This is an optimization exercise on Yosys and OpenROAD, whose aim is small area and a short achievable clock period, not a production implementation. For this run, only the layout was checked, not whether the RTL still works. No activity file was given, so power comes from the tool's default toggle rates.

===== config.mk =====
export PLATFORM = sky130hd
export DESIGN_NAME = fir_filter
export DESIGN_NICKNAME = fir_filter
export VERILOG_FILES = /design/flow/design.v
export SDC_FILE = /design/flow/constraint.sdc
export NUM_CORES = 4
export LEC_CHECK = 0
export CAP_MARGIN = 20
export CORE_MARGIN = 2
export CORE_UTILIZATION = 65
export CTS_BUF_LIST = sky130_fd_sc_hd__clkbuf_4 sky130_fd_sc_hd__clkbuf_8
export SETUP_SLACK_MARGIN = 4.0
export SLEW_MARGIN = 20
export SYNTH_HIERARCHICAL = 1

===== constraint.sdc =====
create_clock -name core_clock -period 11.0 [get_ports {clk}]
set_input_delay 2.2000 -clock core_clock [delete_from_list [all_inputs] [get_ports {clk}]]
set_output_delay 2.2000 -clock core_clock [all_outputs]
set_load 0.01 [all_outputs]

===== design.v =====
module fir_filter (
    data_in, data_out, clk, rst
);
    output [17:0] data_out;
    input  [7:0]  data_in;
    input         clk, rst;
    wire [7:0] d = data_in;
    reg  [7:0]  x1, x2, x3, x4, x5, x6, x7;
    reg  [17:0] s;
    wire p1, p2;
    fa u_p1 (.a(x2[0]), .b(x4[0]), .c(x6[0]), .s(p1), .co(p2));
    wire p3, p4;
    fa u_p3 (.a(x2[1]), .b(x4[1]), .c(x6[1]), .s(p3), .co(p4));
    wire p5, p6;
    fa u_p5 (.a(x2[2]), .b(x4[2]), .c(x6[2]), .s(p5), .co(p6));
    wire p7, p8;
    fa u_p7 (.a(x2[3]), .b(x4[3]), .c(x6[3]), .s(p7), .co(p8));
    wire p9, p10;
    fa u_p9 (.a(x2[4]), .b(x4[4]), .c(x6[4]), .s(p9), .co(p10));
    wire p11, p12;
    fa u_p11 (.a(x2[5]), .b(x4[5]), .c(x6[5]), .s(p11), .co(p12));
    wire p13, p14;
    fa u_p13 (.a(x2[6]), .b(x4[6]), .c(x6[6]), .s(p13), .co(p14));
    wire p15, p16;
    fa u_p15 (.a(x2[7]), .b(x4[7]), .c(x6[7]), .s(p15), .co(p16));
    wire [9:0] P = {1'b0, p16, p14, p12, p10, p8, p6, p4, p2, p1} + {1'b0, 1'b0, p15, p13, p11, p9, p7, p5, p3, 1'b0};
    wire t1 = ~(x7[0] ^ ~x3[0]);
    wire t2 = x7[0] | ~x3[0];
    wire t3, t4;
    fa u_t3 (.a(t1), .b(~P[0]), .c(~d[0]), .s(t3), .co(t4));
    wire t5 = ~(x7[1] ^ ~x3[1]);
    wire t6 = x7[1] | ~x3[1];
    wire t7, t8;
    fa u_t7 (.a(t2), .b(t5), .c(~P[1]), .s(t7), .co(t8));
    wire t9, t10;
    fa u_t9 (.a(~d[1]), .b(t7), .c(t4), .s(t9), .co(t10));
    wire t11, t12;
    fa u_t11 (.a(x7[2]), .b(x7[0]), .c(~x3[2]), .s(t11), .co(t12));
    wire t13, t14;
    fa u_t13 (.a(t6), .b(t11), .c(~P[2]), .s(t13), .co(t14));
    wire t15, t16;
    fa u_t15 (.a(~d[2]), .b(t8), .c(t13), .s(t15), .co(t16));
    wire t17, t18;
    fa u_t17 (.a(x7[3]), .b(x7[1]), .c(~x3[3]), .s(t17), .co(t18));
    wire t19, t20;
    fa u_t19 (.a(t12), .b(t17), .c(~P[3]), .s(t19), .co(t20));
    wire t21, t22;
    fa u_t21 (.a(~d[3]), .b(t14), .c(t19), .s(t21), .co(t22));
    wire t23, t24;
    fa u_t23 (.a(x7[4]), .b(x7[2]), .c(x7[0]), .s(t23), .co(t24));
    wire t25, t26;
    fa u_t25 (.a(~x3[4]), .b(t23), .c(t18), .s(t25), .co(t26));
    wire t27, t28;
    fa u_t27 (.a(P[0]), .b(~P[4]), .c(t25), .s(t27), .co(t28));
    wire t29, t30;
    fa u_t29 (.a(d[0]), .b(~d[4]), .c(t20), .s(t29), .co(t30));
    wire t31, t32;
    fa u_t31 (.a(t27), .b(t22), .c(t29), .s(t31), .co(t32));
    wire t33, t34;
    fa u_t33 (.a(x7[5]), .b(x7[3]), .c(x7[1]), .s(t33), .co(t34));
    wire t35, t36;
    fa u_t35 (.a(~x3[5]), .b(t24), .c(t33), .s(t35), .co(t36));
    wire t37, t38;
    fa u_t37 (.a(P[1]), .b(t35), .c(~P[5]), .s(t37), .co(t38));
    wire t39, t40;
    fa u_t39 (.a(t26), .b(d[1]), .c(~d[5]), .s(t39), .co(t40));
    wire t41, t42;
    fa u_t41 (.a(t28), .b(t37), .c(t30), .s(t41), .co(t42));
    wire t43, t44;
    fa u_t43 (.a(t39), .b(t32), .c(t41), .s(t43), .co(t44));
    wire t45, t46;
    fa u_t45 (.a(x7[6]), .b(x7[4]), .c(x7[2]), .s(t45), .co(t46));
    wire t47, t48;
    fa u_t47 (.a(x7[0]), .b(~x3[6]), .c(t34), .s(t47), .co(t48));
    wire t49, t50;
    fa u_t49 (.a(t45), .b(P[0]), .c(P[2]), .s(t49), .co(t50));
    wire t51, t52;
    fa u_t51 (.a(t36), .b(t47), .c(~P[6]), .s(t51), .co(t52));
    wire t53, t54;
    fa u_t53 (.a(d[0]), .b(d[2]), .c(t49), .s(t53), .co(t54));
    wire t55, t56;
    fa u_t55 (.a(~d[6]), .b(t38), .c(t51), .s(t55), .co(t56));
    wire t57, t58;
    fa u_t57 (.a(t53), .b(t40), .c(t55), .s(t57), .co(t58));
    wire t59, t60;
    fa u_t59 (.a(t42), .b(t57), .c(t44), .s(t59), .co(t60));
    wire t61, t62;
    fa u_t61 (.a(x7[7]), .b(x7[5]), .c(x7[3]), .s(t61), .co(t62));
    wire t63, t64;
    fa u_t63 (.a(x7[1]), .b(~x3[7]), .c(t46), .s(t63), .co(t64));
    wire t65, t66;
    fa u_t65 (.a(t61), .b(P[1]), .c(P[3]), .s(t65), .co(t66));
    wire t67, t68;
    fa u_t67 (.a(t48), .b(t63), .c(~P[7]), .s(t67), .co(t68));
    wire t69, t70;
    fa u_t69 (.a(d[1]), .b(d[3]), .c(t50), .s(t69), .co(t70));
    wire t71, t72;
    fa u_t71 (.a(t65), .b(~d[7]), .c(t52), .s(t71), .co(t72));
    wire t73, t74;
    fa u_t73 (.a(t67), .b(t54), .c(t69), .s(t73), .co(t74));
    wire t75, t76;
    fa u_t75 (.a(t56), .b(t71), .c(t73), .s(t75), .co(t76));
    wire t77, t78;
    fa u_t77 (.a(t58), .b(t75), .c(t60), .s(t77), .co(t78));
    wire t79, t80;
    fa u_t79 (.a(x3[0]), .b(x7[6]), .c(x7[4]), .s(t79), .co(t80));
    wire t81, t82;
    fa u_t81 (.a(x7[2]), .b(t62), .c(t79), .s(t81), .co(t82));
    wire t83, t84;
    fa u_t83 (.a(P[2]), .b(P[4]), .c(t64), .s(t83), .co(t84));
    wire t85, t86;
    fa u_t85 (.a(t81), .b(~P[8]), .c(d[2]), .s(t85), .co(t86));
    wire t87, t88;
    fa u_t87 (.a(d[4]), .b(t66), .c(t83), .s(t87), .co(t88));
    wire t89, t90;
    fa u_t89 (.a(t68), .b(t70), .c(t85), .s(t89), .co(t90));
    wire t91, t92;
    fa u_t91 (.a(t87), .b(t72), .c(t74), .s(t91), .co(t92));
    wire t93, t94;
    fa u_t93 (.a(t89), .b(t76), .c(t91), .s(t93), .co(t94));
    wire t95 = ~(x3[1] ^ x7[7]);
    wire t96 = x3[1] | x7[7];
    wire t97, t98;
    fa u_t97 (.a(x7[5]), .b(x7[3]), .c(t95), .s(t97), .co(t98));
    wire t99, t100;
    fa u_t99 (.a(t80), .b(t97), .c(P[3]), .s(t99), .co(t100));
    wire t101, t102;
    fa u_t101 (.a(P[5]), .b(t82), .c(~P[9]), .s(t101), .co(t102));
    wire t103, t104;
    fa u_t103 (.a(d[3]), .b(d[5]), .c(t84), .s(t103), .co(t104));
    wire t105, t106;
    fa u_t105 (.a(t99), .b(t101), .c(t86), .s(t105), .co(t106));
    wire t107, t108;
    fa u_t107 (.a(t88), .b(t103), .c(t90), .s(t107), .co(t108));
    wire t109, t110;
    fa u_t109 (.a(t105), .b(t92), .c(t107), .s(t109), .co(t110));
    wire t111, t112;
    fa u_t111 (.a(x3[2]), .b(x7[6]), .c(x7[4]), .s(t111), .co(t112));
    wire t113, t114;
    fa u_t113 (.a(t96), .b(t111), .c(t98), .s(t113), .co(t114));
    wire t115, t116;
    fa u_t115 (.a(P[4]), .b(P[6]), .c(t113), .s(t115), .co(t116));
    wire t117, t118;
    fa u_t117 (.a(d[4]), .b(d[6]), .c(t100), .s(t117), .co(t118));
    wire t119, t120;
    fa u_t119 (.a(t102), .b(t115), .c(t104), .s(t119), .co(t120));
    wire t121, t122;
    fa u_t121 (.a(t117), .b(t106), .c(t119), .s(t121), .co(t122));
    wire t123, t124;
    fa u_t123 (.a(t108), .b(t121), .c(t110), .s(t123), .co(t124));
    wire t125 = ~(x3[3] ^ x7[7]);
    wire t126 = x3[3] | x7[7];
    wire t127, t128;
    fa u_t127 (.a(x7[5]), .b(t125), .c(t112), .s(t127), .co(t128));
    wire t129, t130;
    fa u_t129 (.a(P[5]), .b(P[7]), .c(t127), .s(t129), .co(t130));
    wire t131, t132;
    fa u_t131 (.a(t114), .b(d[5]), .c(d[7]), .s(t131), .co(t132));
    wire t133, t134;
    fa u_t133 (.a(t129), .b(t116), .c(t118), .s(t133), .co(t134));
    wire t135, t136;
    fa u_t135 (.a(t131), .b(t120), .c(t133), .s(t135), .co(t136));
    wire t137, t138;
    fa u_t137 (.a(t122), .b(t135), .c(t124), .s(t137), .co(t138));
    wire t139 = ~(x3[4] ^ x7[6]);
    wire t140 = x3[4] | x7[6];
    wire t141, t142;
    fa u_t141 (.a(t126), .b(t139), .c(P[6]), .s(t141), .co(t142));
    wire t143, t144;
    fa u_t143 (.a(P[8]), .b(t128), .c(d[6]), .s(t143), .co(t144));
    wire t145, t146;
    fa u_t145 (.a(t130), .b(t141), .c(t132), .s(t145), .co(t146));
    wire t147, t148;
    fa u_t147 (.a(t143), .b(t134), .c(t145), .s(t147), .co(t148));
    wire t149, t150;
    fa u_t149 (.a(t136), .b(t147), .c(t138), .s(t149), .co(t150));
    wire t151 = ~(x3[5] ^ x7[7]);
    wire t152 = x3[5] | x7[7];
    wire t153, t154;
    fa u_t153 (.a(t140), .b(t151), .c(P[7]), .s(t153), .co(t154));
    wire t155, t156;
    fa u_t155 (.a(P[9]), .b(d[7]), .c(t142), .s(t155), .co(t156));
    wire t157, t158;
    fa u_t157 (.a(t153), .b(t144), .c(t155), .s(t157), .co(t158));
    wire t159, t160;
    fa u_t159 (.a(t146), .b(t157), .c(t148), .s(t159), .co(t160));
    wire t161 = ~(x3[6] ^ t152);
    wire t162 = x3[6] | t152;
    wire t163, t164;
    fa u_t163 (.a(t161), .b(P[8]), .c(t154), .s(t163), .co(t164));
    wire t165, t166;
    fa u_t165 (.a(t156), .b(t163), .c(t158), .s(t165), .co(t166));
    wire t167 = ~(x3[7] ^ t162);
    wire t168 = x3[7] | t162;
    wire t169, t170;
    fa u_t169 (.a(P[9]), .b(t167), .c(t164), .s(t169), .co(t170));
    wire t171 = ~(t168 ^ t170);
    wire t172 = t168 | t170;
    wire [17:0] s_next = {1'b1, t171, t169, t165, t159, t149, t137, t123, t94, t93, t77, t59, t43, t31, t16, t15, t9, t3} + {t172, 1'b0, t166, t160, t150, 1'b0, 1'b0, 1'b0, t109, t78, 1'b0, 1'b0, 1'b0, 1'b0, t21, t10, 1'b0, 1'b0};
    wire o1, o2;
    fa u_o1 (.a(s[2]), .b(d[2]), .c(d[0]), .s(o1), .co(o2));
    wire o3, o4;
    fa u_o3 (.a(s[3]), .b(d[3]), .c(d[1]), .s(o3), .co(o4));
    wire o5, o6;
    fa u_o5 (.a(s[4]), .b(d[4]), .c(d[2]), .s(o5), .co(o6));
    wire o7, o8;
    fa u_o7 (.a(d[0]), .b(o4), .c(o5), .s(o7), .co(o8));
    wire o9, o10;
    fa u_o9 (.a(s[5]), .b(d[5]), .c(d[3]), .s(o9), .co(o10));
    wire o11, o12;
    fa u_o11 (.a(d[1]), .b(o6), .c(o9), .s(o11), .co(o12));
    wire o13, o14;
    fa u_o13 (.a(s[6]), .b(d[6]), .c(d[4]), .s(o13), .co(o14));
    wire o15, o16;
    fa u_o15 (.a(d[2]), .b(d[0]), .c(o10), .s(o15), .co(o16));
    wire o17, o18;
    fa u_o17 (.a(o13), .b(o12), .c(o15), .s(o17), .co(o18));
    wire o19, o20;
    fa u_o19 (.a(s[7]), .b(d[7]), .c(d[5]), .s(o19), .co(o20));
    wire o21, o22;
    fa u_o21 (.a(d[3]), .b(d[1]), .c(o14), .s(o21), .co(o22));
    wire o23, o24;
    fa u_o23 (.a(o19), .b(o16), .c(o21), .s(o23), .co(o24));
    wire o25, o26;
    fa u_o25 (.a(s[8]), .b(d[6]), .c(d[4]), .s(o25), .co(o26));
    wire o27, o28;
    fa u_o27 (.a(d[2]), .b(o20), .c(o25), .s(o27), .co(o28));
    wire o29, o30;
    fa u_o29 (.a(o22), .b(o27), .c(o24), .s(o29), .co(o30));
    wire o31, o32;
    fa u_o31 (.a(s[9]), .b(d[7]), .c(d[5]), .s(o31), .co(o32));
    wire o33, o34;
    fa u_o33 (.a(d[3]), .b(o26), .c(o31), .s(o33), .co(o34));
    wire o35, o36;
    fa u_o35 (.a(o28), .b(o33), .c(o30), .s(o35), .co(o36));
    wire o37, o38;
    fa u_o37 (.a(s[10]), .b(d[6]), .c(d[4]), .s(o37), .co(o38));
    wire o39, o40;
    fa u_o39 (.a(o32), .b(o37), .c(o34), .s(o39), .co(o40));
    wire o41, o42;
    fa u_o41 (.a(s[11]), .b(d[7]), .c(d[5]), .s(o41), .co(o42));
    wire o43, o44;
    fa u_o43 (.a(o38), .b(o41), .c(o40), .s(o43), .co(o44));
    wire o45, o46;
    fa u_o45 (.a(s[12]), .b(d[6]), .c(o42), .s(o45), .co(o46));
    wire o47, o48;
    fa u_o47 (.a(s[13]), .b(d[7]), .c(o46), .s(o47), .co(o48));
    assign data_out = {s[17], s[16], s[15], s[14], o47, o45, o43, o39, o35, o29, o18, o17, o8, o7, o2, o1, s[1], s[0]} + {1'b0, 1'b0, 1'b0, o48, 1'b0, o44, 1'b0, o36, 1'b0, 1'b0, o23, 1'b0, o11, 1'b0, o3, 1'b0, d[1], d[0]};
    always @(posedge clk)
        if (rst) begin
            x1 <= 8'd0; x2 <= 8'd0; x3 <= 8'd0; x4 <= 8'd0;
            x5 <= 8'd0; x6 <= 8'd0; x7 <= 8'd0;
            s <= 18'd0;
        end else begin
            x1 <= d; x2 <= x1; x3 <= x2; x4 <= x3;
            x5 <= x4; x6 <= x5; x7 <= x6;
            s <= s_next;
        end
endmodule
module fa (input a, input b, input c, output s, output co);
    assign s = a ^ b ^ c;
    assign co = (a & b) | (a & c) | (b & c);
endmodule
module ha (input a, input b, output s, output co);
    assign s = a ^ b;
    assign co = a & b;
endmodule

===== run.sh =====
#!/bin/bash
# synth_recipe.tcl (not shown) runs the flow's synth.tcl, then flattens the netlist and writes it again
# the make line also repeats each setting of config.mk as NAME=value (left out here)
make -C /OpenROAD-flow-scripts/flow DESIGN_CONFIG=/design/flow/config.mk WORK_HOME=/design/flow/orfs CLKGATE_MAP_FILE= SYNTH_SCRIPT=/design/flow/synth_recipe.tcl finish

==> summary.md <==
| Metric | Value |
|---|---|
| Commonest non-fill, non-tap cells in the layout | `104 x fa_1, 74 x dfxtp_1, 52 x inv_1` |
| Worst path required time | `approximately 8.8 ns` |
| DRT Pass-1 Iters | `5` |
| Root buf cell | `clkbuf_8` |
| CTS Hold Bufs | `0` |
| Pin count of the biggest net entering global routing | `81` |
| Delay of the slowest critical-path stage | `between 0.4 and 0.5 ns` |
| Tcrit/Tclk final | `0.681` |
| CTS tree | `done` |
| Dominant cells by area after synthesis | `fa_1 39%, dfxtp_1 26%, ha_1 6.8%, nor2b_1 5.3%, inv_1 3.4%` |
| Overall Power | `1.78 mW` |
| Yosys cell types | `44` |
| Fin cells | `~650` |
| # IOs | `28` |
| Cell area after synthesis | `about 5700 µm²` |
| CP most frequent cell | `fa_2` |
| CP max-delay cell | `fa_1` |
| Minimum clock period | `between 7 and 8 ns` |
| Critical path arrival | `5.29 ns` |
| Top cell type's share of synthesized area | `0.392` |
| CP startpoint kind | `input pin` |
| Top delay family on crit path | `adder cells` |
| Share of layout cells above drive strength 1 | `0.157` |
| Max FO, Critical Path | `7` |
| WS Path Type | `input pin to primary output` |
| Placed instance count | `roughly 620` |
| CTS clk-pin slew, worst paths | `around 0.090 ns` |
| Fillers | `608` |
| Hold path depth | `1` |
| Slew HR | `0.500` |
| Vias in the first global route | `around 4,100` |
| Synth warn | `7` |
| Fin. max-slew vios | `0` |
| Worst Path Buf+Inv | `2` |
| Hold Path End | `x2[5]$_SDFF_PP0_` |
| CTS H-tree lvls | `3` |
| FP Rows | `34` |
| Core area | `approximately 8600 µm²` |
| Reg2reg setup slack | `about 4.3 ns` |
| Initial core utilization | `0.662` |
| Iteration-0 DRC Markers | `around 140` |
| CTS max path bufs | `2` |
| Primary FF master, synth | `dfxtp_1` |
| Setup TNS | `0 ns` |
| Pwr Density | `around 270 nW/µm²` |
| DP Wirelength | `between 8000 and 9000 µm` |
| Final Hold Vio Count | `0` |
| Total GRT Usage | `0.268` |
| Simple-gate share of the synthesized area | `0.124` |
| Final Wtd Congestion | `approximately 0.83` |
| Worst-case reg-to-reg path depth | `19` |
| Die width | `roughly 98 µm` |
| Finished Cell Area | `~6600 µm²` |
| Post-Synth XOR/XNOR Area | `0.0399` |
| Nets@finish | `around 690` |
| Cell Area, Placed | `just over 6000 µm²` |
| Syn_nets | `approximately 650` |
| Die footprint | `9560 µm²` |
| Initial antenna violation count | `0` |
| Mux share of post-synthesis cell area | `0.00591` |
| Maxcap violations | `0` |
| Port bufs | `27` |
| Inserted Diodes | `0` |
| Avg WL per Cell | `17.3 µm` |
| GRT overflow | `0` |
| FFs w/ async S/R, synth | `0` |
| Post-synth EDFFs | `0` |
| Layout Skew | `a little under 0.008 ns` |
| Reg-to-reg endpoint | `s[16]$_SDFF_PP0_` |
| PnR worst setup slack | `between 3 and 4 ns` |
| Share of the yosys chip area belonging to registers | `0.259` |
| Synthesis-to-finish area growth | `14.7%` |
| Worst-margin pin slew | `~0.75 ns` |
| Detail Route Antenna Nets | `0` |
| Synth Area in Adders | `0.460` |
| Avg Cell Area, Syn | `~12 µm²` |
| Critical path capture point type | `primary output` |
| Fmax achieved | `about 130 MHz` |
| Via count | `around 3,700` |
| Synth Register Bits | `74` |
| First-pass GRT wire length | `about 20,000 µm` |
| Largest family of logic cells by synthesized area | `adder cells` |
| Commonest non-fill, non-tap cell in the layout | `fa_1` |
| Clock Latency Late Sink | `0.35 ns` |
| Synth area leader | `fa_1` |
| Critical path, cell by cell | `buf_12, fa_2, fa_1, fa_2, fa_2, fa_2, ha_4, nand3_4, nor3_4, a31oi_1, xnor2_1, buf_2` |
| Area of the multi-input gates | `around 4200 µm²` |
| CTS Sinks | `74` |
| Hold path start | `x1[5]$_SDFF_PP0_` |
| Maximum VDD drop | `between 0.2 and 0.25 mV` |
| Die H | `a little under 100 µm` |
| Via density per instance | `between 5 and 6` |
| Compound-cell area share of the yosys netlist | `0.0716` |
| Final setup fails | `0` |
| Sequential standard cell area | `1480 µm²` |
| Reg-to-reg startpoint | `x2[1]$_SDFF_PP0_` |
| Drt total wl | `11,200 µm` |
| RSZ-0062 raised after global routing | `true` |
| Levels on crit path | `12` |
| Hold Path Class | `flop to flop` |
| LEAKAGE | `~2.8 nW` |
| Mapped Cells | `roughly 490` |
| Total CTS buffers | `9` |
| DP Worst Slack | `2.26 ns` |
| DR DRC count | `0` |
| Status | `no timing/DRC/antenna violations` |
[worst max-delay path by stage]
stage,from,end,slack (ns)
after global routing,data_in[6],data_out[15],3.39
after detailed placement,data_in[6],data_out[15],2.26
after global placement,data_in[4],data_out[15],2.37
after CTS,data_in[6],data_out[15],3.47
final,data_in[4],data_out[15],3.51
after floorplan,data_in[6],data_out[15],3.76
[worst register-to-register path: cells and delay by family, from the launching register on]
kind | cells | cell delay [ns]
multiplexers | 1 | 0.35
AO/OA/AOI/OAI | 3 | 0.60
adder cells (fa/ha/maj) | 11 | 4.44
AND/OR/NAND/NOR | 4 | 0.87
flip-flops | 1 | 0.35
[cell type report]
cell class / instances / area share
multi-input combinational: 360 / 0.646
inverter: 52 / 0.0298
sequential: 74 / 0.226
clock buffer: 9 / 0.0189
clock inverter: 7 / 0.00897
timing repair buffer: 38 / 0.0500
tap: 108 / 0.0206
[Yosys stat by module (local to each module, per instance)]
module	copies in the design	cells
fir_filter	1	385
fa	109	1
[where the power goes]
part	internal [mW]	total, mW	leakage (nW)	switching (mW)
clock	0.0858	0.200	0.0925	0.114
sequential	0.299	0.317	0.606	0.0176
combinational	0.604	1.27	2.12	0.663
[Yosys cell counts, types with 2 or more instances]
cell,number
nand2_1,10
xnor2_1,17
clkbuf_1,7
nor2_1,32
a21oi_1,15
or3_1,5
or4b_1,2
xor2_1,9
and3_1,5
a211oi_1,2
a21o_1,7
o21ai_0,7
nand3_1,7
a41o_1,2
inv_1,52
fa_1,112
nor3_1,5
mux2_2,3
o21bai_1,3
a311o_1,2
nand4_1,7
ha_1,31
nor2b_1,48
a41oi_1,2
nand2b_1,3
dfxtp_1,74
a31oi_1,8
[cells by family after synthesis]
logic type                 Yosys count
AOI/OAI and AO/OA                   59
xor gates and xnor gates            26
DFF                                 74
buffers and inverters               60
adders and majority gates          143
and+or+nand+nor                    129
muxes                                3
[stage by stage]
step	hold WS, ns	utilization
6_report	0.441	0.759
5_1_grt	0.457	0.759
4_1_cts	0.447	0.747
3_5_place_dp	0.426	0.714
3_3_place_gp	0.419	0.714
2_1_floorplan	0.414	-
[routing by layer]
metal	vias up	track usage	wire length, µm
met5	-	0	0
met4	0	0.0556	131
met3	13	0.0494	433
met2	69	0.441	5700
met1	1930	0.381	4970
li1	1694	-	-
[sequential cells by signal, summed over array words and instances (netlist names)]
signal	count
s	18
x1	8
x2	8
x3	8
x4	8
x5	8
x6	8
x7	8
[what timing repair did]
action                     4_1_cts  5_1_grt
setup endpoints to repair       16       14
pin swaps                       15       16
buffers inserted                 6        4
gates resized for setup        104       19

==> what the ideal ports hide <==
In the flow no input, the clock included, has a driving cell. The finished layout below was timed again as built, in two steps.
Step 1, drivers: a clkbuf_16 drives clk and a buf_2 each remaining input, both assumed.
Step 2 also shifts input and output timing later by t, the mid clock arrival at the registers, as if the neighbouring blocks saw the same clock.
Slacks: no drivers / after step 1 / after step 2; pairs: no drivers / after step 1.
t (ns): 0.377
slack for setup (ns): 3.507 / 3.457 / 3.457
hold slack, ns: 0.441 / 0.441 / 0.441
After both steps this run still meets setup and hold. The setup slack of this run moves by -0.050 ns with the drivers and by -0.050 ns with both steps.
